Background: an optimization exercise with open tools, aiming at small area. Do not read the settings as production practice. At most, simulation tests tie the RTL to the original design; equivalence was not proved. For runs 1 and 7, only the layout was checked, not whether the RTL still works. Power and IR drop assume default switching activity.

==> flow/design.v <==
`default_nettype none
module fp16_sum(input wire clk,input wire [15:0] num1,num2,output reg [15:0] out);
	localparam K = 9;
	function automatic [12:0] radd12(input [11:0] a, input [11:0] b, input ci);
		integer k;
		reg c;
		begin
			c = ci;
			for (k = 0; k < 12; k = k + 1) begin
				radd12[k] = a[k] ^ b[k] ^ c;
				c = (a[k] & b[k]) | (c & (a[k] ^ b[k]));
			end
			radd12[12] = c;
		end
	endfunction
	function automatic gt10(input [9:0] a, input [9:0] b);
		integer k;
		reg g;
		begin
			g = 1'b0;
			for (k = 0; k < 10; k = k + 1)
				g = (a[k] & ~b[k]) | (~(a[k] ^ b[k]) & g);
			gt10 = g;
		end
	endfunction
	wire [4:0]  e1   = num1[14:10];
	wire [4:0]  e2   = num2[14:10];
	wire [12:0] a12  = radd12({7'd0, e1}, {7'h7f, ~e2}, 1'b1);    
	wire [12:0] a21  = radd12({7'd0, e2}, {7'h7f, ~e1}, 1'b1);    
	wire        egt  = ~a12[12];                    
	wire        eeq  = e1 == e2;
	wire [4:0]  d    = egt ? a21[4:0] : a12[4:0];
	wire        swap = egt | (eeq & gt10(num2[9:0], num1[9:0]));    
	wire [9:0]  bm   = swap ? num2[9:0] : num1[9:0];
	wire [9:0]  sm   = swap ? num1[9:0] : num2[9:0];
	wire [10:0] sn   = {1'b1, sm} >> d;
	wire        sub  = num1[15] ^ num2[15];
	wire [12:0] lsum = radd12({{(12-K){1'b0}}, bm[K-1:0]}, {{(12-K){1'b0}}, sn[K-1:0] ^ {K{sub}}}, sub);
	reg        r1_sign, r1_sub;
	reg [4:0]  r1_exp;
	reg [9:K]  r1_bm;
	reg [10:K] r1_sn;
	reg [K:0]  r1_lo;        
	always @(posedge clk) begin
		r1_sign <= swap ? num2[15] : num1[15];
		r1_sub  <= sub;
		r1_exp  <= egt ? e2 : e1;
		r1_bm   <= bm[9:K];
		r1_sn   <= sn[10:K];
		r1_lo   <= lsum[K:0];
	end
	wire [12:0] ps  = radd12({{(K+1){1'b0}}, 1'b1, r1_bm}, {{(K+1){1'b0}}, r1_sn ^ {(11-K){r1_sub}}}, r1_lo[K]);
	wire [11:0] pre = {ps[11-K] ^ r1_sub, ps[10-K:0], r1_lo[K-1:0]};
	reg  [3:0]  p;
	integer i;
	always @* begin
		p = 4'd0;
		for (i = 0; i < 12; i = i + 1)
			if (pre[i]) p = i;
	end
	wire [11:0] x  = {pre[11:2], pre[1:0] & {2{~r1_sub}}};
	wire [11:0] xs = x << (4'd11 - p);
	wire        nz = |pre;
	wire [12:0] ee = radd12({7'd0, r1_exp}, {8'd0, p} + 12'hff6, 1'b0);
	wire [4:0]  re = nz ? ee[4:0] : 5'd0;
	wire [9:0]  rm = xs[10:1];
	reg [15:0] s2, s3, s4;
	always @(posedge clk) begin
		s2  <= {r1_sign, re, rm};
		s3  <= s2;
		s4  <= s3;
		out <= s4;
	end
endmodule
==> flow/flow/run.sh <==
#!/bin/bash
# The standard layout with three changes:
#  - synthesis maps with flow/abc.script and without the adder cell step;
#  - the port buffers are plain buf_1 cells.
set -euo pipefail
here=$(pwd)
inner=$(grep -o 'SYNTH_SCRIPT=[^ ]*' standard.sh | head -1 | cut -d= -f2-)
export OWN_INNER_SYNTH=$inner
export OWN_ABC_SCRIPT=$here/flow/abc.script
export BUFFER_PORTS_ARGS="-buffer_cell sky130_fd_sc_hd__buf_1"
sed "s#SYNTH_SCRIPT=[^ ]*#SYNTH_SCRIPT=$here/flow/synth.tcl ADDER_MAP_FILE=#" standard.sh > own.sh
bash own.sh > flow.log 2>&1
==> flow/flow/abc.script <==
strash
dch -f
map -D 3400 -B 0.2
strash
dch -f
map -D 3400 -B 0.2
topo
stime -c
buffer -c
upsize -c
dnsize -c
==> flow/flow/synth.tcl <==
# The standard flow's synthesis script, with our own ABC script for the technology
# mapping (the registers and their names are unchanged).
proc abc {args} {
  set i [lsearch -exact $args -script]
  if {$i >= 0} { lset args [expr {$i + 1}] $::env(OWN_ABC_SCRIPT) }
  yosys abc {*}$args
}
source $::env(OWN_INNER_SYNTH)
==> flow/standard.sh <==
#!/bin/bash
# synth_recipe.tcl (not shown) runs the flow's synth.tcl, then flattens the netlist and writes it again
# the make line also repeats each setting of config.mk as NAME=value (left out here)
make -C /OpenROAD-flow-scripts/flow DESIGN_CONFIG=/design/flow/config.mk WORK_HOME=/design/flow/orfs CLKGATE_MAP_FILE= SYNTH_SCRIPT=/design/flow/synth_recipe.tcl "${@:-finish}"
==> flow/config.mk <==
export PLATFORM = sky130hd
export DESIGN_NAME = fp16_sum
export DESIGN_NICKNAME = fp16_sum
export VERILOG_FILES = /design/flow/design.v
export SDC_FILE = /design/flow/constraint.sdc
export NUM_CORES = 4
export LEC_CHECK = 0
export ABC_AREA = 1
export CAP_MARGIN = 20
export CORE_MARGIN = 2
export CORE_UTILIZATION = 55
export SLEW_MARGIN = 20
==> flow/constraint.sdc <==
create_clock -name core_clock -period 4.5 [get_ports {clk}]
set_input_delay 0.9000 -clock core_clock [delete_from_list [all_inputs] [get_ports {clk}]]
set_output_delay 0.9000 -clock core_clock [all_outputs]
set_load 0.01 [all_outputs]
==> run summary, run 1 <==
critical setup path kind in2reg; DRT iter0 DRCs 130; number of global-route vias before repair about 2800; EDFF count, synth 0; Via density 4.97; ANT cells 0; TNS Setup 0 ns; setup repair after global routing missed its margin no; GRT Max-Usage Layer met2; Critical Path Start num1[11]; CTS sink cnt 84; antenna violations before repair 0; syn_nets 520; share of cells above drive strength 1 11.1%; Critical Path Source Type input port; GRT met2 Usage between 30% and 40%; Worst Path Max Fanout 10; Seq cells post-synth 84; top post-synthesis cells by count nand2_1 (115), dfxtp_1 (84), inv_1 (62); met1 Use GR 22.6%; final-report hold violation count 0; Routed WL per cell 11.2 um; die width 86.1 um; clock root buffer clkbuf_8; initial core utilization 57.8%; # Max-Cap Violations 0; Cells after Synth 487; Power, Total 2680 uW; CTS H-Tree Depth 3; Yosys cell types 42; Reg2Reg Depth 20; R2R setup slack ~1.1 ns; Cell Count, Final, Fillers Out 637; Slew Limit Fails 0; Post-synth ARST share 0%; most common cell in the netlist nand2_1; peak supply drop between 0.2 and 0.25 mV; cell area after synthesis 3710 um^2; Placer Congestion 0.858; post-placement cell area 4040 um^2; synth top area cells dfxtp_1 (45%), nand2_1 (12%), inv_1 (6.3%); fmax 244 MHz; first-pass GRT wire length 11900 um; CTS tree yes; final cell utilization of the core between 60% and 70%; Final setup viols 0; Clock Pin Slew Worst Setup and Hold Paths around 0.080 ns; grt ovf 0; via count 3165; hold path depth 0; hold_sp s4[7]; post-DP HPWL 5590 um; Yosys top cell area share 45.3%; clock buffer depth 2; Final ANT Viol Nets 0; die height 86.1 um; total CTS buffers 9; Area growth syn-to-layout 16.4%; Seq/Total Area, Yosys a little under half; Placed Cells incl. Taps 616; PortBufs 48; Remaining DRCs 0; hold-critical path endpoint out[7]; Worst-Skew Late Latency 0.34 ns; Hold Path Class reg2reg; Critical Path RT 4.73 ns; synthesized area per cell 7.62 um^2; clock period minus worst slack just over 4 ns; leading area contributor after synthesis dfxtp_1; synth warn 1; # IOs between 40 and 50; Least-Margin Pin Slew 0.695 ns; largest net degree at the start of global routing 20; row count 29; die area 7420 um^2; total iterations of the first detailed-routing run 4; leakage power between 0.002 and 0.0025 uW; Pwr Density 620 nW/um^2; Rel. slew slack 53.3%; period utilization around 90%; status timing/DRC/antenna clean; met3 GRT Util about 4.2%; R2R Path Start r1_sub; Final #Nets 588; Critical Path End Type flop; fin area 4320 um^2; arrival time worst endpoint 4.33 ns; drt total wl 7150 um; Post-synth top flop dfxtp_1; gr usage total 20.4%; core area 6420 um^2; worst r2r dst s2[14]; hold buffer count at CTS 0; Setup Skew around 0.011 ns
## power breakdown
group | switching [uW] | internal, uW | total [uW]
Sequential | 96.0 | 1080 | 1180
Clock | 254 | 276 | 530
Combinational | 605 | 364 | 969
Total | 955 | 1720 | 2680
## metal layers
layer,vias up,wire length [um]
li1,1702,-
met1,1364,3030
met2,82,3640
met3,17,281
met4,0,210
met5,-,0
## layout by cell type, fill, tap and decap left out, types with 5 or more instances in the layout
cell / netlist / final
buf_4: 2 / 15
o21ai_2: 8 / 8
nor3_1: 8 / 8
clkbuf_8: 0 / 10
dfxtp_1: 84 / 84
buf_1: 0 / 47
nand2_1: 115 / 114
or2_2: 5 / 5
a21oi_1: 23 / 22
nor2_1: 46 / 45
inv_1: 62 / 62
a22oi_1: 7 / 7
o21ai_0: 31 / 31
nand3_1: 14 / 14
o21ai_1: 15 / 15
xor2_1: 20 / 19
xnor2_1: 6 / 6
## through the flow
stage / hold slack (ns) / worst slack (ns)
floorplan: 0.310 / 0.476
global placement: 0.309 / 0.0813
detailed placement: 0.312 / 0.000207
CTS: 0.327 / 0.342
global route: 0.330 / 0.00969
finish: 0.325 / 0.396
## registers in the layout, summed over array words and instances, names as in the netlist
register and cells:
r1_sub 1, s2 16, s3 16, r1_sn 2
r1_lo 10, out 16, s4 16, r1_exp 5
r1_sign 1, r1_bm 1
## final cells by class
type	count	area, um^2
clock buffer	10	138
clock inverter	6	70.1
fill	543	2100
inverter	65	244
multi-input combinational	331	1770
sequential	84	1680
tap	77	96.3
timing repair buffer	64	314
## logic make-up after synthesis
| logic type | count (synthesis) | share of synthesized area, % |
|---|---|---|
| and+or+nand+nor | 196 | 21.6 |
| DFF | 84 | 45.3 |
| buffers and inverters | 73 | 8.03 |
| xor gates and xnor gates | 27 | 6.58 |
| muxes | 3 | 0.911 |
| AOI/OAI and AO/OA | 104 | 17.5 |
## timing repair
item,CTS,global route
buffers inserted,0,4
endpoints found under the setup margin,0,3
gates resized for setup,0,6
## critical path, stage by stage
cell and delay (ns):
buf_1 0.07, inv_1 0.06, or2_1 0.26, a21oi_2 0.15, o21ai_1 0.09, o21a_1 0.12, o21ai_1 0.16, buf_4 0.19
o21ai_0 0.12, xnor2_1 0.27, inv_1 0.18, buf_4 0.18, a21oi_1 0.09, o21ai_0 0.09, nand2_1 0.13, xor2_1 0.24
xnor2_1 0.14, o21ai_2 0.21, a21oi_2 0.09, o21ai_2 0.23, a21oi_4 0.09, o2111ai_1 0.20, nand2_1 0.07
## how the worst max path moves through the flow
stage | end | slack (ns) | depth (start not counted)
after floorplan | r1_lo[9] | 0.48 | 23
after global placement | r1_lo[9] | 0.08 | 24
after detailed placement | r1_lo[9] | 0.0002 | 25
after CTS | r1_lo[9] | 0.34 | 25
after global routing | r1_lo[9] | 0.01 | 27
final | r1_lo[8] | 0.40 | 23
==> inputs of run 2 (changes only) <==
--- a/flow/design.v
+++ b/flow/design.v
@@ -1,6 +1,6 @@
 `default_nettype none
 module fp16_sum(input wire clk,input wire [15:0] num1,num2,output reg [15:0] out);
-	localparam K = 9;
+	localparam K = 7;
 	function automatic [12:0] radd12(input [11:0] a, input [11:0] b, input ci);
 		integer k;
 		reg c;
==> run summary, run 2 <==
status timing/DRC/antenna clean; Final #Nets 572 (-2.7%); XOR/XNOR share of the synthesized area 7.67% (+1.1 points); synth top area cells dfxtp_1 (46%), nand2_1 (9.9%), inv_1 (5.9%); Area growth syn-to-layout 13.6%; total CTS buffers 9 (unchanged); gr usage total 19.5% (-0.96 points); leakage power 0.00196 uW (-3.5%); Hold Path Class reg2reg; final-report hold violation count 0 (unchanged); Critical Path Source Type input port; Worst-Skew Late Latency 0.35 ns (about the same); Yosys top cell area share 45.9% (+0.55 points); Post-CTS Setup Bufs 0 (unchanged); initial core utilization 56.2% (-1.6 points); commonest non-fill, non-tap cell in the layout nand2_1; fillcell total 621 (+14%); PortBufs 48 (unchanged); leading area contributor after synthesis dfxtp_1; # IOs 49 (unchanged); Clock Pin Slew Worst Setup and Hold Paths 0.08 ns (about the same); Setup Skew 0.00662 ns (-0.00389 ns); most common cell in the netlist nand2_1; Critical Path RT 4.78 ns (+0.05 ns); ANT cells 0 (unchanged); drt total wl 6730 um (-6.0%); TNS Setup 0 ns (unchanged); Critical Path End Type flop; share of cells above drive strength 1 11.6% (+0.51 points); post-placement cell area 4060 um^2 (+0.71%); clock period minus worst slack 3.94 ns (-0.162 ns); EDFF count, synth 0 (unchanged); post-synthesis mux area share 0.534% (-0.38 points); fmax 254 MHz (+4.1%); via count 3095 (-2.2%); Final ANT Viol Nets 0 (unchanged); # Max-Cap Violations 0 (unchanged); core area 6680 um^2 (+4.0%); die height 86.6 um (+0.55%); Rel. slew slack 61.7% (+8.4 points); Via density 4.96 (-0.17%); clock root buffer clkbuf_8; fraction of the mapped netlist area in simple logic gates 18.9% (-2.7 points); Placed Cells incl. Taps 608 (-1.3%); hold buffer count at CTS 0 (unchanged); synthesized area per cell 7.82 um^2 (+2.6%); main combinational cell family by area after synthesis simple AND/OR/NAND/NOR gates; fin area 4260 um^2 (-1.3%); Post-synth ARST share 0% (unchanged); die area 7500 um^2 (+1.1%); Seq/Total Area, Yosys 45.9% (+0.55 points); Final setup viols 0 (unchanged); CTS tree yes; commonest cells after routing, fill and taps aside nand2_1 (99), dfxtp_1 (86), inv_1 (59), buf_1 (48), nor2_1 (42); CTS sink cnt 86 (+2.4%); Post-synth top flop dfxtp_1; Cells after Synth 480 (-1.4%); top post-synthesis cells by count nand2_1 (99), dfxtp_1 (86), inv_1 (59); CTS H-Tree Depth 3 (unchanged); Slew Limit Fails 0 (unchanged); arrival time worst endpoint 4.23 ns (-0.10 ns); DRT iter0 DRCs 105 (-19%); row count 30 (+3.4%); Yosys cell types 43 (+2.4%); syn_nets 513 (-1.3%); critical setup path kind in2reg; Least-Margin Pin Slew 0.573 ns (-0.121 ns); post-DP HPWL 5420 um (-3.1%); setup repair after global routing missed its margin no; die width 86.6 um (+0.55%); number of global-route vias before repair 2880 (+2.0%); antenna violations before repair 0 (unchanged); first-pass GRT wire length 11500 um (-3.9%); peak supply drop 0.222 mV (-1.2%); period utilization 87.6% (-3.6 points); largest net degree at the start of global routing 22 (+10%); Placer Congestion 0.980 (+14%); grt ovf 0 (unchanged); Cell Count, Final, Fillers Out 624 (-2.0%); total iterations of the first detailed-routing run 4 (unchanged); synth warn 1 (unchanged); post-synthesis compound-gate area fraction 18.6% (+1.1 points); Remaining DRCs 0 (unchanged); Routed WL per cell 10.8 um (-4.0%); Seq cells post-synth 86 (+2.4%); Worst Path Max Fanout 19 (+9); cell area after synthesis 3750 um^2 (+1.1%); synthesized-area fraction occupied by adder cells 0% (unchanged); Pwr Density 621 nW/um^2 (about the same); clock buffer depth 2 (unchanged)
==> run 2: cell types whose count changed in the layout (fill, tap and decap cells not counted), moves of 4 or more <==
cell     previous run  this run
nor2_2              1         5
o21ai_1            15        19
buf_4              15         9
inv_2               2         9
nand3_1            14         6
nand2_1           114        99
==> run 2: path summary, 6_finish.rpt <==
check / startpoint / endpoint / slack (ns) / cells past startpoint
setup / recovery: num2[1] / r1_lo[6] / 0.56 / 27
hold / removal: s4[11] / out[11] / 0.33 / 0
setup reg to reg: r1_sub / s2[14] / 0.92 / 26
hold reg to reg: s4[11] / out[11] / 0.33 / 0
==> run 2: cell families after synthesis <==
kind of cell           count (synthesis)
AND/OR/NAND/NOR                      171
AO/OA/AOI/OAI                        113
flip-flops                            86
buffers and inverters                 79
XOR/XNOR                              29
multiplexers                           2
==> run 2: layout make-up <==
type,instances,area (um^2),area share (%)
Clock buffer,11,151,3.55
Clock inverter,5,41.3,0.969
Inverter,69,259,6.08
Multi-Input combinational cell,315,1720,40.4
Sequential cell,86,1720,40.4
Tap cell,80,100,2.35
Timing Repair Buffer,58,268,6.28
==> run 2: what timing repair did <==
action                                  CTS  global route
endpoints found under the setup margin    0             2
resized for setup                         0             1
endpoints found under the hold margin     0             0
==> run 2: power breakdown <==
| group | internal (uW) | switching, uW | total, uW |
|---|---|---|---|
| clock | 234 | 262 | 496 |
| combinational | 358 | 598 | 956 |
| sequential | 1100 | 93.3 | 1190 |
| total | 1690 | 953 | 2650 |
==> run 2: layer usage <==
layer | wire length (um) | track usage [%] | part of all wire (%)
met1 | 2880 | 20.0 | 43
met4 | 178 | 10.8 | 2.6
met3 | 215 | 4.76 | 3.2
met5 | 0 | 0 | 0
met2 | 3460 | 35.9 | 51
==> run 2: critical path: stages <==
cell and delay, ns:
buf_1 0.08, inv_1 0.10, o22ai_1 0.09, a21oi_1 0.18, nor2_1 0.06, o21ai_0 0.19
a21oi_1 0.11, o21ai_1 0.21, nand2_4 0.18, buf_4 0.18, a21oi_1 0.19, o21ai_1 0.12
a22oi_1 0.16, nand3_1 0.10, a31oi_1 0.17, xor2_1 0.20, nor2_1 0.09, o21ai_2 0.13
nand2_1 0.06, o21ai_1 0.11, nand2_1 0.09, o21ai_2 0.08, nand2_1 0.08, o21ai_2 0.08
nand2_1 0.08, nand2_2 0.09, xor2_2 0.12
==> run 2: through the flow <==
stage	util, %	hold WS [ns]	power, uW	setup WS [ns]
final	63.8	0.329	2650	0.558
after CTS	63.7	0.332	2670	0.458
after global routing	63.8	0.331	2880	0.0512
after global placement	60.8	0.310	2140	0.220
after detailed placement	60.8	0.312	2170	0.0815
after floorplan	-	0.310	1930	0.657
==> inputs of run 3 (changes only) <==
--- a/flow/flow/run.sh
+++ b/flow/flow/run.sh
@@ -8,5 +8,6 @@
 export OWN_INNER_SYNTH=$inner
 export OWN_ABC_SCRIPT=$here/flow/abc.script
 export BUFFER_PORTS_ARGS="-buffer_cell sky130_fd_sc_hd__buf_1"
+export CTS_ARGS="-sink_clustering_enable -repair_clock_nets -dont_use_dummy_load"
 sed "s#SYNTH_SCRIPT=[^ ]*#SYNTH_SCRIPT=$here/flow/synth.tcl ADDER_MAP_FILE=#" standard.sh > own.sh
 bash own.sh > flow.log 2>&1
==> run summary, run 3 <==
first-pass GRT wire length 11400 um (-0.30%); antenna violations before repair 0 (unchanged); total iterations of the first detailed-routing run 4 (unchanged); Worst Path Buf+Inv 2 (-1); Routed WL per cell 10.9 um (+0.67%); Remaining DRCs 0 (unchanged); fmax 252 MHz (-0.77%); Seq/Total Area, Yosys 45.9% (unchanged); EDFF count, synth 0 (unchanged); post-DP HPWL 5420 um (unchanged); Least-Margin Pin Slew 0.580 ns (+0.00644 ns); Placer Congestion 0.980 (unchanged); Cells after Synth 480 (unchanged); Yosys cell types 43 (unchanged); die height 86.6 um (unchanged); synthesized area per cell 7.82 um^2 (unchanged); hold buffer count at CTS 0 (unchanged); status timing/DRC/antenna clean; Pwr Density 607 nW/um^2 (-2.2%); CTS sink cnt 86 (unchanged); Reg2Reg Depth 26 (unchanged); via count 3098 (+0.097%); fillcell total 630 (+1.4%); fraction of the mapped netlist area in simple logic gates 18.9% (unchanged); final-report hold violation count 0 (unchanged); Via density 5.02 (+1.2%); footprint of the multi-input gates 1720 um^2 (unchanged); XOR/XNOR share of the synthesized area 7.67% (unchanged); gr usage total 19.5% (about the same); Critical Path RT 4.72 ns (-0.06 ns); row count 30 (unchanged); final cell utilization of the core 62.8% (-1.0 points); CTS tree yes; Worst-Skew Late Latency 0.34 ns (about the same); largest net degree at the start of global routing 22 (unchanged); ANT cells 0 (unchanged); peak supply drop 0.170 mV (-23%); # IOs 49 (unchanged); main combinational cell family by area after synthesis simple AND/OR/NAND/NOR gates; clock root buffer clkbuf_8; post-synthesis compound-gate area fraction 18.6% (unchanged); top post-synthesis cells by count nand2_1 (99), dfxtp_1 (86), inv_1 (59); Final setup viols 0 (unchanged); Area growth syn-to-layout 11.7%; R2R Path Start r1_sub; Worst Setup EP r1_lo[6]; Hold Path Class reg2reg; Critical Path End Type flop; leakage power 0.00193 uW (-1.4%); commonest cells after routing, fill and taps aside nand2_1 (99), dfxtp_1 (86), inv_1 (59), buf_1 (48), nor2_1 (42); die width 86.6 um (unchanged); total CTS buffers 9 (unchanged); post-cts resize count 0 (unchanged); # Max-Cap Violations 0 (unchanged); Clock Pin Slew Worst Setup and Hold Paths 0.07 ns (about the same); critical setup path kind in2reg; cell area after synthesis 3750 um^2 (unchanged); worst r2r dst s2[14]; post-placement cell area 4060 um^2 (unchanged); clock buffer depth 2 (unchanged); Setup Skew 0.0201 ns (+0.0135 ns); Yosys top cell area share 45.9% (unchanged); leading area contributor after synthesis dfxtp_1; fin area 4190 um^2 (-1.6%); Rel. slew slack 61.3% (-0.43 points); share of cells above drive strength 1 10.4% (-1.2 points); clock period minus worst slack 3.97 ns (+0.0304 ns); Levels on crit path 25 (-7.4%); die area 7500 um^2 (unchanged); Slew Limit Fails 0 (unchanged); synth top area cells dfxtp_1 (46%), nand2_1 (9.9%), inv_1 (5.9%); grt ovf 0 (unchanged); crit-path most repeated cell nand2_1; setup repair after global routing missed its margin no; slowest stage delay, CP 0.28 ns (+0.07 ns); register area 1720 um^2 (unchanged); Worst Path Max Fanout 19 (unchanged); CTS H-Tree Depth 3 (unchanged); Seq cells post-synth 86 (unchanged); Critical Path Source Type input port; most common cell in the netlist nand2_1; DRT iter0 DRCs 100 (-4.8%); synth warn 1 (unchanged); synthesized-area fraction occupied by adder cells 0% (unchanged); Post-synth top flop dfxtp_1; initial core utilization 56.2% (unchanged); Worst path slowest cell a32o_2; commonest non-fill, non-tap cell in the layout nand2_1; Final ANT Viol Nets 0 (unchanged); Final #Nets 572 (unchanged); period utilization 88.3% (+0.68 points); arrival time worst endpoint 4.19 ns (-0.04 ns); CP top delay family simple AND/OR/NAND/NOR gates; Critical Path Start num1[10]; post-synthesis mux area share 0.534% (unchanged); core area 6680 um^2 (unchanged); drt total wl 6700 um (-0.46%); hold slack 0.314 ns (-0.0146 ns); number of global-route vias before repair 2876 (-0.14%); Post-CTS Setup Bufs 0 (unchanged); PortBufs 48 (unchanged); Post-synth ARST share 0% (unchanged); syn_nets 513 (unchanged); R2R setup slack 0.95 ns (+0.03 ns); TNS Setup 0 ns (unchanged)
[run 3: cell counts after synthesis]
No cell type changed its count.
[run 3: logic make-up after synthesis]
logic type / after synthesis
simple gates: 171
xor+xnor: 29
buf+inv: 79
flops: 86
compound gates: 113
mux: 2
[run 3: final cells by class]
type	count	share of cell area, %
Clock buffer	9	2.95
Inverter	69	6.18
Multi-Input combinational cell	315	41.0
Sequential cell	86	41.1
Tap cell	80	2.39
Timing Repair Buffer	58	6.39
[run 3: worst min-delay path by stage]
stage              end  slack, ns    from  depth (start not counted)
3_5_place_dp     s3[6]       0.31   s2[6]                          0
6_report         s3[4]       0.31   s2[4]                          0
2_1_floorplan   out[0]       0.31   s4[0]                          0
5_1_grt         out[0]       0.32   s4[0]                          0
4_1_cts          s3[4]       0.32   s2[4]                          0
3_3_place_gp   out[13]       0.31  s4[13]                          0
[run 3: layer usage]
metal	wire, um	up-vias	track usage (%)
li1	-	1663	-
met1	2880	1358	19.8
met2	3420	63	35.8
met3	199	14	4.76
met4	199	0	11.2
met5	0	-	0
[run 3: stage by stage]
step | instances | setup WS, ns | power, uW
after floorplan | 480 | 0.657 | 1930
after global placement | 608 | 0.220 | 2140
after detailed placement | 608 | 0.0815 | 2170
after CTS | 617 | 0.438 | 2570
after global routing | 617 | 0.0303 | 2770
final | 617 | 0.527 | 2550
[run 3: where the power goes]
part           internal, uW  leakage (uW)  total, uW  switching [uW]
logic                   358       0.00114        956             598
registers              1100      0.000723       1190            93.1
clock network           179     0.0000647        396             217
total                  1640       0.00193       2550             908
==> inputs of run 4 (changes only) <==
--- a/flow/config.mk
+++ b/flow/config.mk
@@ -9,4 +9,5 @@
 export CAP_MARGIN = 20
 export CORE_MARGIN = 2
 export CORE_UTILIZATION = 55
+export GPL_TIMING_DRIVEN = 0
 export SLEW_MARGIN = 20
==> run summary, run 4 <==
status timing/DRC/antenna clean; Worst-Skew Late Latency 0.34 ns (about the same); die height 86.6 um (unchanged); Critical Path End Type flop; PortBufs 48 (unchanged); number of global-route vias before repair 2689 (-6.5%); share of cells above drive strength 1 9.50% (-0.93 points); Post-synth top flop dfxtp_1; Cells after Synth 480 (unchanged); R2R setup slack 0.88 ns (-0.07 ns); Cell Count, Final, Fillers Out 617 (unchanged); Routed WL per cell 10.8 um (-0.84%); cell area after synthesis 3750 um^2 (unchanged); Area growth syn-to-layout 10.8%; final-report hold violation count 0 (unchanged); Post-synth ARST share 0% (unchanged); clock root buffer clkbuf_8; Slew Limit Fails 0 (unchanged); antenna violations before repair 0 (unchanged); die area 7500 um^2 (unchanged); top post-synthesis cells by count nand2_1 (99), dfxtp_1 (86), inv_1 (59); Critical Path Source Type input port; Setup Skew 0.0286 ns (+0.00854 ns); hold slack 0.309 ns (-0.00461 ns); total iterations of the first detailed-routing run 4 (unchanged); core area 6680 um^2 (unchanged); DRT iter0 DRCs 107 (+7.0%); Pwr Density 609 nW/um^2 (+0.19%); Final ANT Viol Nets 0 (unchanged); Clock Pin Slew Worst Setup and Hold Paths 0.07 ns (about the same); post-synthesis compound-gate area fraction 18.6% (unchanged); Placed Cells incl. Taps 608 (unchanged); setup repair after global routing missed its margin no; Remaining DRCs 0 (unchanged); Least-Margin Pin Slew 1.02 ns (+0.445 ns); hold buffer count at CTS 0 (unchanged); first-pass GRT wire length 11200 um (-1.9%); initial core utilization 56.2% (unchanged); period utilization 91.8% (+3.5 points); Final setup viols 0 (unchanged); # Max-Cap Violations 0 (unchanged); fmax 242 MHz (-3.8%); drt total wl 6640 um (-0.84%); leakage power 0.00191 uW (-1.3%); fraction of the mapped netlist area in simple logic gates 18.9% (unchanged); Final #Nets 572 (unchanged); commonest non-fill, non-tap cell in the layout nand2_1; Placer Congestion 0.963 (-1.7%); synthesized area per cell 7.82 um^2 (unchanged); critical setup path kind in2reg; synthesized-area fraction occupied by adder cells 0% (unchanged); arrival time worst endpoint 4.38 ns (+0.19 ns); peak supply drop 0.159 mV (-6.5%); via count 3050 (-1.5%); gr usage total 19.0% (-0.48 points); CTS H-Tree Depth 3 (unchanged); total CTS buffers 9 (unchanged); synth top area cells dfxtp_1 (46%), nand2_1 (9.9%), inv_1 (5.9%); grt ovf 0 (unchanged); main combinational cell family by area after synthesis simple AND/OR/NAND/NOR gates; Via density 4.94 (-1.5%); clock buffer depth 2 (unchanged); Hold Path Class reg2reg; CTS sink cnt 86 (unchanged); Yosys cell types 43 (unchanged); Power, Total 2530 uW (-0.67%); XOR/XNOR share of the synthesized area 7.67% (unchanged); largest net degree at the start of global routing 16 (-27%); die width 86.6 um (unchanged); Seq/Total Area, Yosys 45.9% (unchanged); synth warn 1 (unchanged); Rel. slew slack 31.1% (-30 points); post-DP HPWL 5400 um (-0.35%); syn_nets 513 (unchanged); Worst Path Max Fanout 10 (-9); leading area contributor after synthesis dfxtp_1; Post-CTS Setup Bufs 0 (unchanged); Yosys top cell area share 45.9% (unchanged); Critical Path RT 4.75 ns (+0.03 ns); TNS Setup 0 ns (unchanged); clock period minus worst slack 4.13 ns (+0.157 ns); fin area 4160 um^2 (-0.87%); most common cell in the netlist nand2_1; # IOs 49 (unchanged); commonest cells after routing, fill and taps aside nand2_1 (99), dfxtp_1 (86), inv_1 (59), buf_1 (48), nor2_1 (42); row count 30 (unchanged); CTS tree yes; post-placement cell area 4030 um^2 (-0.77%); Seq cells post-synth 86 (unchanged); ANT cells 0 (unchanged); EDFF count, synth 0 (unchanged); post-synthesis mux area share 0.534% (unchanged); post-cts resize count 0 (unchanged)
run 4: cell families (layout without fill, tap and decap cells):
| kind of cell | count (synthesis) | count (layout) |
|---|---|---|
| flops | 86 | 86 |
| buf+inv | 79 | 136 |
| compound gates | 113 | 113 |
| mux | 2 | 2 |
| simple gates | 171 | 171 |
| xor+xnor | 29 | 29 |
run 4: metrics by stage:
step / setup slack (ns) / util [%]
6_report: 0.370 / 62.2
5_1_grt: 0.0266 / 62.2
4_1_cts: 0.362 / 62.2
3_5_place_dp: 0.0216 / 60.4
3_3_place_gp: 0.117 / 60.4
2_1_floorplan: 0.657 / -
run 4: metal layers:
metal | GRT usage, % | vias up | wire length [um]
met5 | 0 | - | 0
met3 | 4.48 | 18 | 216
met4 | 9.94 | 0 | 226
met2 | 34.3 | 59 | 3290
met1 | 20.4 | 1322 | 2910
li1 | - | 1651 | -
run 4: path summary, 6_finish.rpt:
kind,startpoint,to,cells past startpoint
max,num1[10],r1_lo[6],27
min,s4[8],out[8],0
max reg2reg,r1_sub,s2[14],27
min reg2reg,s4[8],out[8],0
run 4: layout make-up:
class                   instances  area [um^2]
fillers                       645         2520
well taps                      80          100
plain buffers                  10         56.3
multi-input cells             315         1720
repair buffers                 48          180
clock buffers                   9          124
flip-flops and latches         86         1720
inverters                      69          259
run 4: worst max-delay path, cell delays in order:
cell	delay, ns
buf_1	0.15
nor2_2	0.07
or2_1	0.27
nor2_4	0.17
inv_2	0.08
nor4_1	0.22
o21ai_1	0.13
nand2_2	0.11
buf_6	0.14
nand2_1	0.05
o21ai_1	0.11
mux2i_1	0.13
o21ai_0	0.26
nand2_1	0.15
a32o_2	0.28
nand2_1	0.06
o21ai_1	0.11
o21ai_2	0.20
nand2_1	0.06
o21ai_1	0.11
nand2_1	0.09
o21ai_2	0.07
nand2_1	0.08
o21ai_2	0.07
nand2_1	0.08
nand2_2	0.09
xor2_2	0.12
run 4: power by group:
group | leakage [uW] | switching [uW] | total [uW] | internal (uW)
Combinational | 0.00112 | 609 | 955 | 347
Clock | 0.0000647 | 208 | 387 | 178
Sequential | 0.000723 | 85.7 | 1190 | 1100
==> inputs of run 5 (changes only) <==
==> flow/flow/abc.script (replaced) <==
strash
dch -f
amap
topo
stime -c
buffer -c
upsize -c
dnsize -c
==> run summary, run 5 <==
Final setup viols 5 (+5); gr usage total 21.8% (+2.8 points); clock root buffer clkbuf_8; Critical Path RT 4.72 ns (-0.03 ns); final-report hold violation count 0 (unchanged); met3 GRT Util 5.29% (+0.82 points); synthesized area per cell 8.32 um^2 (+6.4%); CTS tree yes; post-placement cell area 4040 um^2 (+0.12%); Placed Cells incl. Taps 568 (-6.6%); share of cells above drive strength 1 23.2% (+14 points); synth warn 1 (unchanged); peak supply drop 0.181 mV (+14%); antenna violations before repair 0 (unchanged); synth top area cells dfxtp_1 (47%), o22ai_1 (7.5%), nor2_1 (6.7%); Seq cells post-synth 86 (unchanged); R2R Path Start r1_sub; Int Power 1670 uW (+2.5%); hold slack 0.307 ns (-0.00266 ns); Final ANT Viol Nets 0 (unchanged); total iterations of the first detailed-routing run 22 (+18); Hold Path Class reg2reg; core area 6420 um^2 (-3.9%); total CTS buffers 9 (unchanged); Cell Count, Final, Fillers Out 603 (-2.3%); GRT Max-Usage Layer met2; slowest stage delay, CP 0.29 ns (about the same); hold_sp s2[0]; R2R setup slack 0.49 ns (-0.39 ns); most common cell in the netlist dfxtp_1; arrival time worst endpoint 5.10 ns (+0.72 ns); Remaining DRCs 0 (unchanged); Yosys cell types 45 (+4.7%); Via density 5.49 (+11%); CTS sink cnt 86 (unchanged); setup repair after global routing missed its margin yes; EDFF count, synth 0 (unchanged); fillcell total 516 (-20%); die height 85.9 um (-0.85%); SO Viols negative setup slack; Cells after Synth 443 (-7.7%); die width 85.9 um (-0.85%); Placer Congestion 0.880 (-8.6%); post-DP HPWL 5630 um (+4.3%); syn_nets 476 (-7.2%); clock period minus worst slack 4.88 ns (+0.752 ns); critical setup path kind in2reg; hold path depth 0 (unchanged); Clock Pin Slew Worst Setup and Hold Paths 0.08 ns (about the same); met1 Use GR 23.2% (+2.8 points); Power, Total 2540 uW (+0.27%); Rel. slew slack 42.0% (+11 points); row count 29 (-3.3%); switching pwr 869 uW (-3.7%); fmax 205 MHz (-15%); grt ovf 0 (unchanged); Worst path slowest cell a211o_1; Comb pwr share 38.2% (+0.4 points); # IOs 49 (unchanged); # Max-Cap Violations 0 (unchanged); commonest cells after routing, fill and taps aside dfxtp_1 (86), nor2_1 (64), buf_1 (45), nand2_1 (40), o22ai_1 (36); crit-path most repeated cell nand2_2; Seq/Total Area, Yosys 46.7% (+0.83 points); leakage power 0.00189 uW (-0.98%); cell area after synthesis 3690 um^2 (-1.8%); Pwr Density 555 nW/um^2 (-8.8%); via count 3308 (+8.5%); Critical Path End Type flop; Worst Path Max Fanout 5 (-5); Yosys top cell area share 46.7% (+0.83 points); ANT cells 0 (unchanged); hold-critical path endpoint s3[0]; die area 7370 um^2 (-1.7%); final worst setup slack -0.382 ns (-0.752 ns); worst r2r dst s2[14]; leading area contributor after synthesis dfxtp_1; Final #Nets 561 (-1.9%); PortBufs 48 (unchanged); Sw Ratio 34.3% (-1.4 points); GRT met2 Usage 40.7% (+6.3 points); Reg2Reg Depth 28 (+3.7%); Slew Limit Fails 0 (unchanged); initial core utilization 57.4% (+1.2 points); Routed WL per cell 12.8 um (+19%); Flop pwr share 46.6% (-0.3 points); fin area 4570 um^2 (+10%); Post-synth top flop dfxtp_1; largest net degree at the start of global routing 16 (unchanged); Post-synth ARST share 0% (unchanged); top post-synthesis cells by count dfxtp_1 (86), nor2_1 (66), o22ai_1 (44); CTS H-Tree Depth 3 (unchanged); Least-Margin Pin Slew 0.858 ns (-0.166 ns); Worst-Skew Late Latency 0.34 ns (about the same); clock buffer depth 2 (unchanged); commonest non-fill, non-tap cell in the layout dfxtp_1; DRT iter0 DRCs 112 (+4.7%); first-pass GRT wire length 12600 um (+12%); period utilization 108% (+17 points); hold buffer count at CTS 0 (unchanged); status complete, but fails checks; Area growth syn-to-layout 24.0%; Setup Skew 0.0222 ns (-0.00641 ns); drt total wl 7750 um (+17%); Critical Path Source Type input port; part of the power in the clock network 15.2% (about the same); number of global-route vias before repair 2993 (+11%)
## run 5: worst max-delay path by stage
stage,from,slack (ns),endpoint
2_1_floorplan,num1[10],-0.28,r1_lo[6]
3_3_place_gp,num2[12],-0.95,r1_lo[6]
3_5_place_dp,num2[12],-1.0,r1_lo[6]
4_1_cts,num2[11],-0.34,r1_lo[6]
5_1_grt,num1[1],-0.72,r1_lo[6]
6_report,num2[11],-0.38,r1_lo[6]
## run 5: through the flow
step                      setup TNS (ns)  util [%]  setup WS (ns)
after global placement             -4.64      62.9         -0.945
after CTS                         -0.913      68.6         -0.345
after detailed placement           -5.05      62.9         -0.997
after floorplan                   -0.730         -         -0.283
final                              -1.22      71.2         -0.382
after global routing               -3.22      71.2         -0.716
## run 5: cell type report
type / count / area (um^2) / share of cell area (%)
multi-input cells: 303 / 1940 / 42.5
repair buffers: 74 / 429 / 9.39
inverters: 46 / 198 / 4.33
flip-flops and latches: 86 / 1720 / 37.7
clock buffers: 9 / 124 / 2.71
plain buffers: 8 / 60.1 / 1.31
well taps: 77 / 96.3 / 2.11
## run 5: timing repair
item | 4_1_cts | 5_1_grt
setup buffers | 18 | 7
endpoints found under the setup margin | 6 | 11
resized for setup | 18 | 28
pin swaps | 10 | 29
gates cloned | 0 | 1
## run 5: critical path: cells and delay by family
family	cells	cell delay (ns)
simple gates	19	1.67
compound gates	13	2.07
buf+inv	4	0.45
## run 5: kinds of logic (layout without fill, tap and decap cells)
group / Yosys count / after routing / synth area share, %
AOI/OAI and AO/OA: 163 / 163 / 29.8
buffers and inverters: 54 / 137 / 6.28
DFF: 86 / 86 / 46.7
and+or+nand+nor: 140 / 140 / 17.2
## run 5: power by group through the flow
stage	Clock, uW	Sequential (uW)	Combinational (uW)
final	385	1180	969
after global routing	432	1220	1080
after CTS	401	1190	914
after detailed placement	0	1210	847
after global placement	0	1180	835
after floorplan	0	1210	624
## run 5: routing by layer
metal | part of all wire (%) | wire, um
met1 | 41 | 3170
met2 | 53 | 4100
met3 | 3.6 | 282
met4 | 2.5 | 195
met5 | 0 | 0
==> inputs of run 6 (changes only) <==
==> flow/flow/abc.script (replaced) <==
strash
&get -n
&deepsyn -T 30
&put
dch -f
map -a
topo
stime -c
buffer -c
upsize -c
dnsize -c
==> run summary, run 6 <==
# Max-Cap Violations 0 (unchanged); Final ANT Viol Nets 0 (unchanged); Critical Path Source Type input port; Place WS -2.11 ns (-1.12 ns); SO Viols negative setup slack; register area 1720 um^2 (about the same); leakage power 0.00215 uW (+14%); R2R setup slack 0.47 ns (-0.02 ns); XOR/XNOR share of the synthesized area 7.49% (+7.5 points); Yosys top cell area share 46.6% (-0.063 points); Rel. slew slack 42.5% (+0.53 points); post-synthesis compound-gate area fraction 17.7% (-12 points); commonest non-fill, non-tap cell in the layout nand2_1; final-report hold violation count 0 (unchanged); number of global-route vias before repair 3126 (+4.4%); drt total wl 8090 um (+4.4%); Routed WL per cell 12.4 um (-3.3%); critical setup path kind in2reg; Worst-Skew Late Latency 0.35 ns (about the same); R2R Path Start r1_bm[7]; Yosys cell types 42 (-6.7%); antenna violations before repair 0 (unchanged); Hold Path Class reg2reg; initial core utilization 57.5% (+0.078 points); Post-synth ARST share 0% (unchanged); die height 85.9 um (about the same); die area 7380 um^2 (+0.13%); top post-synthesis cells by count nand2_1 (92), dfxtp_1 (86), inv_1 (58); clock root buffer clkbuf_8; PortBufs 48 (unchanged); ANT cells 0 (unchanged); hold_sp s4[5]; Via density 5.11 (-6.9%); Setup Skew 0.0306 ns (+0.00835 ns); Worst Path Max Fanout 5 (unchanged); most common cell in the netlist nand2_1; setup repair after global routing missed its margin yes; Least-Margin Pin Slew 0.854 ns (-0.00377 ns); grt ovf 0 (unchanged); hold-critical path endpoint out[5]; Seq/Total Area, Yosys 46.6% (-0.063 points); hold path depth 0 (unchanged); gr usage total 21.8% (-0.028 points); slowest stage delay, CP 0.33 ns (+0.04 ns); Reg2Reg Depth 27 (-3.6%); largest net degree at the start of global routing 17 (+1); total iterations of the first detailed-routing run 4 (-82%); synthesized-area fraction occupied by adder cells 0.305% (+0.31 points); Cells after Synth 475 (+7.2%); post-synthesis mux area share 0.271% (+0.27 points); total CTS buffers 9 (unchanged); row count 29 (unchanged); synth warn 1 (unchanged); Critical Path RT 4.77 ns (+0.05 ns); share of cells above drive strength 1 23.9% (+0.67 points); fmax 172 MHz (-16%); Post-synth top flop dfxtp_1; Slew Limit Fails 0 (unchanged); clock period minus worst slack 5.80 ns (+0.922 ns); Final setup viols 6 (+1); main combinational cell family by area after synthesis simple AND/OR/NAND/NOR gates; cell area after synthesis 3690 um^2 (+0.14%); CTS H-Tree Depth 3 (unchanged); syn_nets 508 (+6.7%); synth top area cells dfxtp_1 (47%), nand2_1 (9.4%), inv_1 (5.9%); leading area contributor after synthesis dfxtp_1; Critical Path End Type flop; EDFF count, synth 0 (unchanged); status complete, but fails checks; peak supply drop 0.201 mV (+11%); Seq cells post-synth 86 (unchanged); # IOs 49 (unchanged); period utilization 129% (+20 points); clock buffer depth 2 (unchanged); Final #Nets 609 (+8.6%); Worst path slowest cell maj3_2; post-DP HPWL 5470 um (-2.8%); Clock Pin Slew Worst Setup and Hold Paths 0.07 ns (about the same); arrival time worst endpoint 6.08 ns (+0.98 ns); Pwr Density 597 nW/um^2 (+7.7%); Remaining DRCs 0 (unchanged); footprint of the multi-input gates 1930 um^2 (-0.39%); first-pass GRT wire length 12700 um (+0.93%); Placer Congestion 0.904 (+2.7%); via count 3324 (+0.48%); fillcell total 481 (-6.8%); die width 85.9 um (about the same); CTS sink cnt 86 (unchanged); core area 6420 um^2 (unchanged); commonest cells after routing, fill and taps aside nand2_1 (87), dfxtp_1 (85), inv_1 (51), buf_1 (43), buf_4 (41); DRT iter0 DRCs 80 (-29%); fraction of the mapped netlist area in simple logic gates 19.9% (+2.7 points); CTS tree yes; TNS Setup -4.68 ns (-3.46 ns); Area growth syn-to-layout 28.5%; synthesized area per cell 7.77 um^2 (-6.6%); worst r2r dst s2[14]; final worst setup slack -1.30 ns (-0.922 ns)
-- run 6: power by group --
part | internal, uW | switching [uW]
registers | 1100 | 88.2
logic | 499 | 750
clock network | 179 | 217
-- run 6: kinds of logic after synthesis --
family,after synthesis
and+or+nand+nor,172
AOI/OAI and AO/OA,112
xor gates and xnor gates,29
DFF,86
muxes,1
buffers and inverters,74
adders and majority gates,1
-- run 6: how the worst max path moves through the flow --
| stage | startpoint | endpoint | slack, ns | cells past startpoint |
|---|---|---|---|---|
| after floorplan | num1[10] | r1_lo[6] | -1.06 | 42 |
| final | num1[11] | r1_lo[7] | -1.30 | 43 |
| after global routing | num1[11] | r1_lo[7] | -1.73 | 42 |
| after CTS | num1[10] | r1_lo[6] | -1.28 | 43 |
| after global placement | num1[10] | r1_lo[7] | -2.03 | 43 |
| after detailed placement | num1[10] | r1_lo[7] | -2.11 | 43 |
-- run 6: final cells by class --
cell class	count	share of cell area (%)
clock buffer	9	2.61
multi-input combinational	316	40.8
sequential	86	36.3
buffer	8	0.818
timing repair buffer	90	11.5
tap	77	2.03
inverter	65	5.93
-- run 6: layer usage --
| layer | GRT usage (%) | vias to the layer above | part of all wire, % |
|---|---|---|---|
| met5 | 0 | - | 0 |
| met4 | 10.7 | 0 | 2.4 |
| met3 | 4.91 | 18 | 3.1 |
| met2 | 41.6 | 80 | 53 |
| met1 | 21.9 | 1495 | 41 |
| li1 | - | 1731 | - |
-- run 6: metrics by stage --
step	cells	utilization, %	power (uW)	area (um^2)	hold slack, ns
floorplan	475	-	2010	3780	0.310
global placement	600	63.1	2220	4050	0.309
detailed placement	600	63.1	2260	4050	0.312
CTS	640	70.1	2740	4500	0.315
global route	651	73.9	3070	4740	0.319
finish	651	73.9	2830	4740	0.314
-- run 6: what timing repair did --
action | CTS | global route
hold buffers | 0 | 0
cloned | 2 | 0
pin swaps | 21 | 43
buffers inserted | 30 | 11
endpoints found under the setup margin | 9 | 9
resized for setup | 30 | 37
-- run 6: critical path: cells and delay by family --
| kind | cells | cell delay (ns) |
|---|---|---|
| AO/OA/AOI/OAI | 14 | 1.67 |
| buffers and inverters | 6 | 0.61 |
| AND/OR/NAND/NOR | 17 | 1.64 |
| XOR/XNOR | 5 | 0.92 |
| adder cells (fa/ha/maj) | 1 | 0.33 |
==> inputs of run 7 (changes only) <==
--- a/flow/design.v
+++ b/flow/design.v
@@ -1,6 +1,6 @@
 `default_nettype none
 module fp16_sum(input wire clk,input wire [15:0] num1,num2,output reg [15:0] out);
-	localparam K = 7;
+	localparam K = 9;
 	function automatic [12:0] radd12(input [11:0] a, input [11:0] b, input ci);
 		integer k;
 		reg c;
--- a/flow/flow/run.sh
+++ b/flow/flow/run.sh
@@ -1,7 +1,8 @@
 #!/bin/bash
-# The standard layout with three changes:
+# The standard layout with these changes:
 #  - synthesis maps with flow/abc.script and without the adder cell step;
-#  - the port buffers are plain buf_1 cells.
+#  - the port buffers are plain buf_1 cells;
+#  - clock tree synthesis inserts no dummy loads.
 set -euo pipefail
 here=$(pwd)
 inner=$(grep -o 'SYNTH_SCRIPT=[^ ]*' standard.sh | head -1 | cut -d= -f2-)
==> flow/flow/abc.script (replaced) <==
strash
dch -f
map -D 3400 -B 0.2
strash
dch -f
map -D 3400 -B 0.2
topo
stime -c
buffer -c
upsize -c
dnsize -c
==> run summary, run 7 <==
EDFF count, synth 0 (unchanged); Worst-Skew Late Latency 0.33 ns (-0.02 ns); Remaining DRCs 0 (unchanged); DRT iter0 DRCs 100 (+25%); R2R Path Start r1_sub; synth warn 1 (unchanged); Routed WL per cell 10.9 um (-12%); drt total wl 6830 um (-16%); hold path depth 0 (unchanged); Cells after Synth 487 (+2.5%); post-DP HPWL 5450 um (-0.29%); Sw Ratio 35.8% (-1.4 points); CTS sink cnt 84 (-2.3%); Placed Cells incl. Taps 612 (+2.0%); ANT cells 0 (unchanged); clock root buffer clkbuf_8; CTS tree yes; met1 Use GR 21.4% (-0.49 points); share of cells above drive strength 1 10.9% (-13 points); number of global-route vias before repair 2835 (-9.3%); status timing/DRC/antenna clean; Post-synth ARST share 0% (unchanged); Setup Skew 0.0236 ns (-0.00693 ns); arrival time worst endpoint 4.38 ns (-1.70 ns); Area growth syn-to-layout 13.6%; Pwr Density 600 nW/um^2 (+0.38%); Post-synth top flop dfxtp_1; leakage power 0.00198 uW (-8.2%); clock period minus worst slack 4.17 ns (-1.63 ns); hold-critical path endpoint s3[0]; row count 29 (unchanged); Critical Path RT 4.71 ns (-0.06 ns); Flop pwr share 46.7% (+4.7 points); core area 6420 um^2 (unchanged); Final setup viols 0 (-6); R2R setup slack 1.15 ns (+0.68 ns); via count 3128 (-5.9%); critical setup path kind in2reg; TNS Setup 0 ns (+4.68 ns); Int Power 1620 uW (-8.8%); top post-synthesis cells by count nand2_1 (115), dfxtp_1 (84), inv_1 (62); die height 86.1 um (+0.24%); final cell utilization of the core 65.6% (-8.2 points); switching pwr 906 uW (-14%); peak supply drop 0.208 mV (+3.7%); Clock Pin Slew Worst Setup and Hold Paths 0.08 ns (about the same); synthesized area per cell 7.62 um^2 (-2.0%); total CTS buffers 9 (unchanged); Cell Count, Final, Fillers Out 626 (-3.8%); Yosys cell types 42 (unchanged); die width 86.1 um (+0.24%); worst r2r dst s2[14]; Rel. slew slack 51.6% (+9.0 points); Hold Path Class reg2reg; period utilization 92.7% (-36 points); clock buffer depth 2 (unchanged); met3 GRT Util 3.27% (-1.6 points); syn_nets 520 (+2.4%); Critical Path Source Type input port; Final ANT Viol Nets 0 (unchanged); largest net degree at the start of global routing 15 (-2); Worst Path Max Fanout 10 (+5); Final #Nets 584 (-4.1%); first-pass GRT wire length 11600 um (-8.9%); die area 7420 um^2 (+0.49%); leading area contributor after synthesis dfxtp_1; initial core utilization 57.8% (+0.29 points); fmax 240 MHz (+39%); hold slack 0.315 ns (+0.00144 ns); final-report hold violation count 0 (unchanged); part of the power in the clock network 15.1% (+1.1 points); GRT Max-Usage Layer met2; # Max-Cap Violations 0 (unchanged); # IOs 49 (unchanged); Seq/Total Area, Yosys 45.3% (-1.3 points); Least-Margin Pin Slew 0.721 ns (-0.133 ns); synth top area cells dfxtp_1 (45%), nand2_1 (12%), inv_1 (6.3%); Comb pwr share 38.2% (-5.9 points); cell area after synthesis 3710 um^2 (+0.51%); Reg2Reg Depth 20 (-26%); CTS H-Tree Depth 3 (unchanged); grt ovf 0 (unchanged); antenna violations before repair 0 (unchanged); hold_sp s2[0]; commonest cells after routing, fill and taps aside nand2_1 (114), dfxtp_1 (84), inv_1 (60), buf_1 (46), nor2_1 (43); PortBufs 48 (unchanged); Critical Path End Type flop; most common cell in the netlist nand2_1; gr usage total 19.8% (-2.0 points); Via density 5.00 (-2.1%); Placer Congestion 0.901 (-0.33%); total iterations of the first detailed-routing run 4 (unchanged); GRT met2 Usage 37.3% (-4.3 points); commonest non-fill, non-tap cell in the layout nand2_1; Seq cells post-synth 84 (-2.3%); Slew Limit Fails 0 (unchanged); Yosys top cell area share 45.3% (-1.3 points)
-- run 7: area by class of cell --
class | count | area [um^2]
timing repair buffer | 53 | 220
sequential | 84 | 1680
inverter | 65 | 244
fill | 600 | 2210
buffer | 8 | 53.8
clock buffer | 9 | 124
tap | 77 | 96.3
multi-input combinational | 330 | 1800
-- run 7: power by group through the flow --
| stage | clock, uW | sequential [uW] | combinational [uW] |
|---|---|---|---|
| after CTS | 401 | 1190 | 915 |
| after floorplan | 0 | 1210 | 674 |
| after global routing | 431 | 1210 | 1100 |
| after global placement | 0 | 1180 | 893 |
| after detailed placement | 0 | 1200 | 909 |
| final | 382 | 1180 | 966 |
-- run 7: repair_timing --
action                                  in CTS  in global routing
setup buffers                                0                  5
hold buffers                                 0                  0
endpoints found under the setup margin       0                  4
resized for setup                            0                 20
-- run 7: per-stage QoR --
| step | total power [uW] | worst slack, ns | instance area [um^2] |
|---|---|---|---|
| detailed placement | 2110 | -0.162 | 3990 |
| finish | 2530 | 0.329 | 4220 |
| floorplan | 1880 | 0.476 | 3710 |
| CTS | 2500 | 0.177 | 4110 |
| global placement | 2070 | -0.120 | 3990 |
| global route | 2750 | -0.0535 | 4220 |
-- run 7: worst max path at each step --
stage	to	slack (ns)	cells past startpoint	startpoint
final	r1_lo[9]	0.33	23	num2[11]
after global placement	r1_lo[9]	-0.12	24	num1[11]
after floorplan	r1_lo[9]	0.48	23	num1[11]
after detailed placement	r1_lo[9]	-0.16	24	num1[11]
after global routing	r1_lo[9]	-0.05	30	num2[10]
after CTS	r1_lo[9]	0.18	24	num1[11]
-- run 7: kinds of logic after synthesis --
family / after synthesis / share of synthesized area (%)
AND/OR/NAND/NOR: 196 / 21.6
AO/OA/AOI/OAI: 104 / 17.5
flip-flops: 84 / 45.3
buffers and inverters: 73 / 8.03
XOR/XNOR: 27 / 6.58
multiplexers: 3 / 0.911
-- run 7: per-layer routing --
layer | share of wire, % | wire length [um]
met5 | 0 | 0
met4 | 1.1 | 74
met3 | 2.7 | 181
met2 | 53 | 3650
met1 | 43 | 2920
-- run 7: critical path, stage by stage --
cell and delay (ns):
buf_1 0.10, or2_1 0.27, a21oi_1 0.18, o21ai_1 0.12
o21a_1 0.13, o21ai_1 0.15, buf_4 0.19, o21ai_0 0.16
xnor2_2 0.32, inv_2 0.14, nor2_2 0.15, nand2_1 0.07
a32o_2 0.28, o21ai_4 0.18, nand2_2 0.09, a31oi_4 0.16
o21ai_2 0.10, a21oi_2 0.19, o21ai_2 0.11, a21oi_4 0.19
o21ai_2 0.07, nand3_1 0.06, nand2_1 0.04
==> inputs of run 8 (changes only) <==
--- a/flow/design.v
+++ b/flow/design.v
@@ -1,6 +1,6 @@
 `default_nettype none
 module fp16_sum(input wire clk,input wire [15:0] num1,num2,output reg [15:0] out);
-	localparam K = 9;
+	localparam K = 7;
 	function automatic [12:0] radd12(input [11:0] a, input [11:0] b, input ci);
 		integer k;
 		reg c;
--- a/flow/flow/run.sh
+++ b/flow/flow/run.sh
@@ -10,5 +10,6 @@
 export OWN_ABC_SCRIPT=$here/flow/abc.script
 export BUFFER_PORTS_ARGS="-buffer_cell sky130_fd_sc_hd__buf_1"
 export CTS_ARGS="-sink_clustering_enable -repair_clock_nets -dont_use_dummy_load"
+export RECOVER_POWER=100
 sed "s#SYNTH_SCRIPT=[^ ]*#SYNTH_SCRIPT=$here/flow/synth.tcl ADDER_MAP_FILE=#" standard.sh > own.sh
 bash own.sh > flow.log 2>&1
==> run summary, run 8 <==
Worst path slowest cell a32o_1; core area 6680 um^2 (+4.0%); via count 3050 (-2.5%); final cell utilization of the core 62.0% (-3.6 points); Least-Margin Pin Slew 0.989 ns (+0.268 ns); worst r2r dst s2[14]; setup repair after global routing missed its margin no; synth warn 1 (unchanged); total iterations of the first detailed-routing run 4 (unchanged); Critical Path Source Type input port; Final ANT Viol Nets 0 (unchanged); Setup Skew 0.0286 ns (+0.00499 ns); clock period minus worst slack 4.16 ns (-0.0150 ns); R2R setup slack 0.57 ns (-0.58 ns); leading area contributor after synthesis dfxtp_1; synthesized area per cell 7.82 um^2 (+2.6%); Post-CTS Setup Bufs 0 (unchanged); Yosys cell types 43 (+2.4%); number of global-route vias before repair 2689 (-5.1%); commonest cells after routing, fill and taps aside nand2_1 (99), dfxtp_1 (86), inv_1 (61), buf_1 (48), nor2_1 (45); Seq/Total Area, Yosys 45.9% (+0.55 points); ANT cells 0 (unchanged); hold-critical path endpoint out[8]; final-report hold violation count 0 (unchanged); Pwr Density 609 nW/um^2 (+1.6%); Seq cells post-synth 86 (+2.4%); Slew Limit Fails 0 (unchanged); Critical Path End Type flop; Reg2Reg Depth 27 (+35%); CTS sink cnt 86 (+2.4%); syn_nets 513 (-1.3%); Worst Path Buf+Inv 3 (unchanged); crit-path most repeated cell nand2_1; drt total wl 6640 um (-2.7%); period utilization 92.4% (-0.33 points); Cells after Synth 480 (-1.4%); Clock Pin Slew Worst Setup and Hold Paths 0.07 ns (about the same); total CTS buffers 9 (unchanged); met3 GRT Util 4.48% (+1.2 points); clock root buffer clkbuf_8; Yosys top cell area share 45.9% (+0.55 points); Hold Path Class reg2reg; GRT Max-Usage Layer met2; hold path depth 0 (unchanged); Critical Path RT 4.75 ns (+0.04 ns); post-cts resize count 0 (unchanged); hold buffer count at CTS 0 (unchanged); cell area after synthesis 3750 um^2 (+1.1%); antenna violations before repair 0 (unchanged); Rel. slew slack 33.4% (-18 points); post-DP HPWL 5400 um (-1.1%); CTS H-Tree Depth 3 (unchanged); Area growth syn-to-layout 10.4%; met1 Use GR 20.4% (-1.0 points); most common cell in the netlist nand2_1; synth top area cells dfxtp_1 (46%), nand2_1 (9.9%), inv_1 (5.9%); CTS tree yes; status timing/DRC/antenna clean; Post-synth ARST share 0% (unchanged); clock buffer depth 2 (unchanged); R2R Path Start r1_sub; Worst-Skew Late Latency 0.34 ns (about the same); # Max-Cap Violations 0 (unchanged); largest net degree at the start of global routing 16 (+1); CP top delay family simple AND/OR/NAND/NOR gates; initial core utilization 56.2% (-1.6 points); die height 86.6 um (+0.55%); fmax 241 MHz (+0.36%); Final #Nets 572 (-2.1%); peak supply drop 0.159 mV (-24%); arrival time worst endpoint 4.40 ns (+0.02 ns); Remaining DRCs 0 (unchanged); critical setup path kind in2reg; first-pass GRT wire length 11200 um (-3.3%); grt ovf 0 (unchanged); share of cells above drive strength 1 8.01% (-2.9 points); leakage power 0.00190 uW (-3.6%); commonest non-fill, non-tap cell in the layout nand2_1; die width 86.6 um (+0.55%); EDFF count, synth 0 (unchanged); Final setup viols 0 (unchanged); Routed WL per cell 10.8 um (-1.3%); Via density 4.94 (-1.1%); row count 30 (+3.4%); top post-synthesis cells by count nand2_1 (99), dfxtp_1 (86), inv_1 (59); TNS Setup 0 ns (unchanged); gr usage total 19.0% (-0.82 points); slowest stage delay, CP 0.28 ns (-0.04 ns); PortBufs 48 (unchanged); hold slack 0.309 ns (-0.00594 ns); GRT met2 Usage 34.3% (-2.9 points); hold_sp s4[8]; die area 7500 um^2 (+1.1%); DRT iter0 DRCs 93 (-7.0%); Placer Congestion 0.963 (+6.9%); Post-synth top flop dfxtp_1; Worst Path Max Fanout 10 (unchanged); # IOs 49 (unchanged)
-- run 8: cell count changes after synthesis, sizes merged, moves of 2 or more --
cell and change:
nand3 -8, or2 -2, nor3 -3, nor4 +2, xnor2 +2, inv +4
clkbuf +2, a21oi +3, nand2 -15, dfxtp +2
-- run 8: power by group --
part | total, uW | switching [uW] | internal, uW | leakage, uW
combinational | 948 | 604 | 344 | 0.00112
clock | 387 | 209 | 178 | 0.0000647
sequential | 1190 | 85.9 | 1100 | 0.000723
-- run 8: kinds of logic after synthesis --
logic type             count (synthesis)  synth area share (%)
buffers and inverters                 79                  8.40
multiplexers                           2                 0.534
AO/OA/AOI/OAI                        113                  18.6
flip-flops                            86                  45.9
XOR/XNOR                              29                  7.67
AND/OR/NAND/NOR                      171                  18.9
-- run 8: final cells by class --
cell class              instances  area [um^2]
clock buffers                   9          124
well taps                      80          100
multi-input cells             315         1700
plain buffers                  10         55.1
inverters                      69          259
flip-flops and latches         86         1720
repair buffers                 48          180
fillers                       647         2540
-- run 8: how the worst max path moves through the flow --
stage	start	endpoint	slack, ns	cells after the start
2_1_floorplan	num1[13]	r1_lo[6]	0.66	25
3_3_place_gp	num1[10]	r1_lo[6]	0.12	27
3_5_place_dp	num1[10]	r1_lo[6]	0.02	27
4_1_cts	num1[10]	r1_lo[6]	0.36	27
5_1_grt	num2[10]	r1_lo[7]	0.01	28
6_report	num1[10]	r1_lo[6]	0.34	27
-- run 8: per-stage QoR --
step / setup slack [ns] / power, uW / area (um^2) / cells
finish: 0.344 / 2520 / 4140 / 617
CTS: 0.362 / 2550 / 4160 / 617
detailed placement: 0.0216 / 2160 / 4030 / 608
global placement: 0.117 / 2130 / 4030 / 608
global route: 0.0149 / 2750 / 4140 / 617
floorplan: 0.657 / 1930 / 3750 / 480
-- run 8: worst register-to-register path, cell delays in order (launching register included) --
cell and delay [ns]:
dfxtp_1 0.30, clkbuf_1 0.33, xnor2_1 0.19, nor2_1 0.06, inv_1 0.08, nand3_1 0.09, nand2_1 0.10, and3_1 0.18
nor2_1 0.05, or2_2 0.28, nand2_1 0.13, inv_1 0.09, a21oi_1 0.13, nand2_1 0.12, inv_1 0.12, nand2_1 0.07
nor2_1 0.38, nor2_1 0.14, inv_1 0.08, nand2_1 0.07, nand2_1 0.07, inv_1 0.05, nor3_1 0.23, nor2_1 0.09
nor2_1 0.13, a21oi_1 0.06, xor2_1 0.14, nor2_1 0.05
-- run 8: routing by layer --
layer  up-vias  share of wire (%)
li1       1651                  -
met4         0                3.4
met1      1313                 44
met5         -                  0
met2        68                 49
met3        18                3.5
==> inputs of run 9 (changes only) <==
==> flow/flow/abc.script (replaced) <==
strash
dch -f
map -D 3400 -B 0.2
strash
dch -f
map -D 3400 -B 0.2
topo
==> run summary, run 9 <==
Critical Path RT 4.76 ns (about the same); final-report hold violation count 0 (unchanged); Hold Path Class reg2reg; Placer Congestion 0.910 (-5.5%); Power, Total 2560 uW (+1.3%); gr usage total 19.8% (+0.86 points); Slew Limit Fails 0 (unchanged); Place WS -1.04 ns (-1.06 ns); arrival time worst endpoint 4.52 ns (+0.12 ns); drt total wl 7060 um (+6.4%); syn_nets 503 (-1.9%); Post-synth top flop dfxtp_1; hold slack 0.307 ns (-0.00252 ns); Yosys cell types 28 (-35%); post-placement cell area 3870 um^2 (-4.0%); Levels on crit path 29 (+7.4%); met1 Use GR 21.1% (+0.75 points); commonest non-fill, non-tap cell in the layout nand2_1; fin area 4160 um^2 (+0.45%); total CTS buffers 9 (unchanged); leakage power 0.00170 uW (-11%); number of global-route vias before repair 2731 (+1.6%); CTS sink cnt 86 (unchanged); EDFF count, synth 0 (unchanged); Rel. slew slack 40.3% (+6.9 points); status timing/DRC/antenna clean; synth top area cells dfxtp_1 (48%), nand2_1 (11%), o21ai_0 (7.7%); clock period minus worst slack 4.26 ns (+0.108 ns); crit-path most repeated cell nand2_1; via count 3091 (+1.3%); Via density 5.04 (+2.0%); Post-synth ARST share 0% (unchanged); cell area after synthesis 3580 um^2 (-4.6%); slowest stage delay, CP 0.27 ns (about the same); PortBufs 48 (unchanged); Routed WL per cell 11.5 um (+7.1%); Setup Skew 0.0183 ns (-0.0103 ns); Final setup viols 0 (unchanged); period utilization 94.8% (+2.4 points); Final ANT Viol Nets 0 (unchanged); Area growth syn-to-layout 16.3%; Least-Margin Pin Slew 0.887 ns (-0.102 ns); # Max-Cap Violations 0 (unchanged); final worst setup slack 0.236 ns (-0.108 ns); CTS tree yes; share of cells above drive strength 1 9.14% (+1.1 points); clock root buffer clkbuf_8; antenna violations before repair 0 (unchanged); Critical Path Source Type input port; met3 GRT Util 4.13% (-0.35 points); Clock Pin Slew Worst Setup and Hold Paths 0.07 ns (about the same); Critical Path End Type flop; GRT met2 Usage 37.2% (+2.9 points); grt ovf 0 (unchanged); hold buffer count at CTS 0 (unchanged); first-pass GRT wire length 11200 um (+0.19%); Pwr Density 614 nW/um^2 (+0.86%); Worst Path Buf+Inv 6 (+3); synthesized area per cell 7.62 um^2 (-2.6%); Cells after Synth 470 (-2.1%); Remaining DRCs 0 (unchanged); Worst Path Max Fanout 10 (unchanged); CP top delay family compound AO/OA/AOI/OAI gates; die height 84.7 um (-2.2%); footprint of the multi-input gates 1720 um^2 (+0.96%); # IOs 49 (unchanged); Final #Nets 571 (-0.17%); top post-synthesis cells by count nand2_1 (102), dfxtp_1 (86), clkinv_1 (69); ANT cells 0 (unchanged); critical setup path kind in2reg; peak supply drop 0.433 mV (+170%); Seq cells post-synth 86 (unchanged); total iterations of the first detailed-routing run 5 (+1); commonest cells after routing, fill and taps aside nand2_1 (101), dfxtp_1 (86), clkinv_1 (65), buf_1 (47), nor2_1 (44); Worst-Skew Late Latency 0.34 ns (about the same); post-DP HPWL 5250 um (-2.7%); largest net degree at the start of global routing 22 (+6); die area 7170 um^2 (-4.4%); Reg2Reg Depth 26 (-3.7%); Yosys top cell area share 48.1% (+2.2 points); fmax 235 MHz (-2.5%); final cell utilization of the core 65.9% (+3.9 points); fillcell total 585 (-9.6%); register area 1720 um^2 (unchanged); CTS H-Tree Depth 3 (unchanged); GRT Max-Usage Layer met2; row count 29 (-3.3%); most common cell in the netlist nand2_1; clock buffer depth 2 (unchanged); initial core utilization 56.7% (+0.54 points); core area 6310 um^2 (-5.5%); Seq/Total Area, Yosys 48.1% (+2.2 points); Worst path slowest cell a32o_1; DRT iter0 DRCs 107 (+15%); hold path depth 0 (unchanged); synth warn 1 (unchanged); leading area contributor after synthesis dfxtp_1; die width 84.7 um (-2.2%)
run 9: cells by family (layout without fill, tap and decap cells):
kind of cell	count (synthesis)	count (layout)	share of synthesized area (%)
buf+inv	69	133	7.24
simple gates	171	173	19.1
compound gates	113	113	17.9
xor+xnor	29	29	7.10
mux	2	2	0.559
flops	86	86	48.1
run 9: layout make-up:
type,count,share of cell area (%)
multi-input combinational,317,41.3
tap,77,2.32
clock buffer,9,2.98
inverter,69,6.31
timing repair buffer,55,5.71
sequential,86,41.4
run 9: per-stage QoR:
step	std cells	setup TNS, ns
floorplan	470	0
global placement	595	-3.85
detailed placement	595	-4.51
CTS	610	0
global route	613	-0.185
finish	613	0
run 9: per-layer routing:
layer  up-vias  routed length [um]
li1       1656                   -
met1      1327                2900
met2        93                3680
met3        15                 316
met4         0                 165
met5         -                   0
run 9: final timing paths:
kind / to / slack, ns / startpoint
max: r1_lo[6] / 0.24 / num2[10]
min: s4[10] / 0.31 / s3[10]
max reg2reg: s2[14] / 0.43 / r1_sub
min reg2reg: s4[10] / 0.31 / s3[10]
run 9: worst register-to-register path, delay by kind of cell, from the launching register on:
kind	cells	cell delay [ns]
and+or+nand+nor	17	2.35
DFF	1	0.53
buffers and inverters	5	0.47
xor gates and xnor gates	2	0.39
AOI/OAI and AO/OA	2	0.21
run 9: what timing repair did:
item	CTS	global route
gates resized for setup	11	27
gates cloned	2	0
buffers inserted	4	3
endpoints found under the hold margin	0	0
pin swaps	3	6
setup endpoints to repair	5	4
run 9: power by group:
part	switching (uW)	leakage [uW]	total, uW	internal, uW
Sequential	92.8	0.000723	1190	1100
Combinational	620	0.000914	968	348
Clock	215	0.0000647	394	179
Total	928	0.00170	2560	1630

## what the ideal ports hide
How much do the figures lean on ideal ports? The routed layouts below were timed once more, with nothing changed but the port constraints.
Step 1 sets driving cells, clkbuf_16 on the clock port and buf_2 on the other inputs (assumed; they add their load-dependent delay and slew).
Step 2 times the ports against the registers' clock, not the clock port: input delays grow and output delays shrink by t, the midpoint of the rising clock arrivals with the driver on.
Three values: ideal, step 1, step 2; two values: the first two.
| run | shift t [ns] | setup WS [ns] | worst setup path after step 2 | latest minus earliest clock arrival (ns) | pins driven straight from the clock port |
|---|---|---|---|---|---|
| run 1 | 0.362 | 0.396 / 0.399 / 0.037 | input to register | 0.011 / 0.011 | 1 |
| run 2 | 0.372 | 0.558 / 0.565 / 0.193 | input to register | 0.007 / 0.008 | 1 |
| run 3 | 0.361 | 0.527 / 0.535 / 0.174 | input to register | 0.020 / 0.021 | 1 |
| run 4 | 0.355 | 0.370 / 0.378 / 0.023 | input to register | 0.029 / 0.028 | 1 |
| run 5 | 0.359 | -0.382 / -0.376 / -0.736 | input to register | 0.023 / 0.023 | 1 |
| run 6 | 0.365 | -1.304 / -1.322 / -1.687 | input to register | 0.031 / 0.031 | 1 |
| run 7 | 0.345 | 0.329 / 0.325 / -0.020 | input to register | 0.024 / 0.024 | 1 |
| run 8 | 0.356 | 0.344 / 0.351 / -0.005 | input to register | 0.028 / 0.028 | 1 |
| run 9 | 0.357 | 0.236 / 0.242 / -0.116 | input to register | 0.019 / 0.019 | 1 |
With both steps, setup timing fails in run 7, run 8 and run 9, where it was met with ideal ports. The setup slack of run 6, which loses most, moves by -0.018 ns with the drivers and by -0.383 ns with both steps.
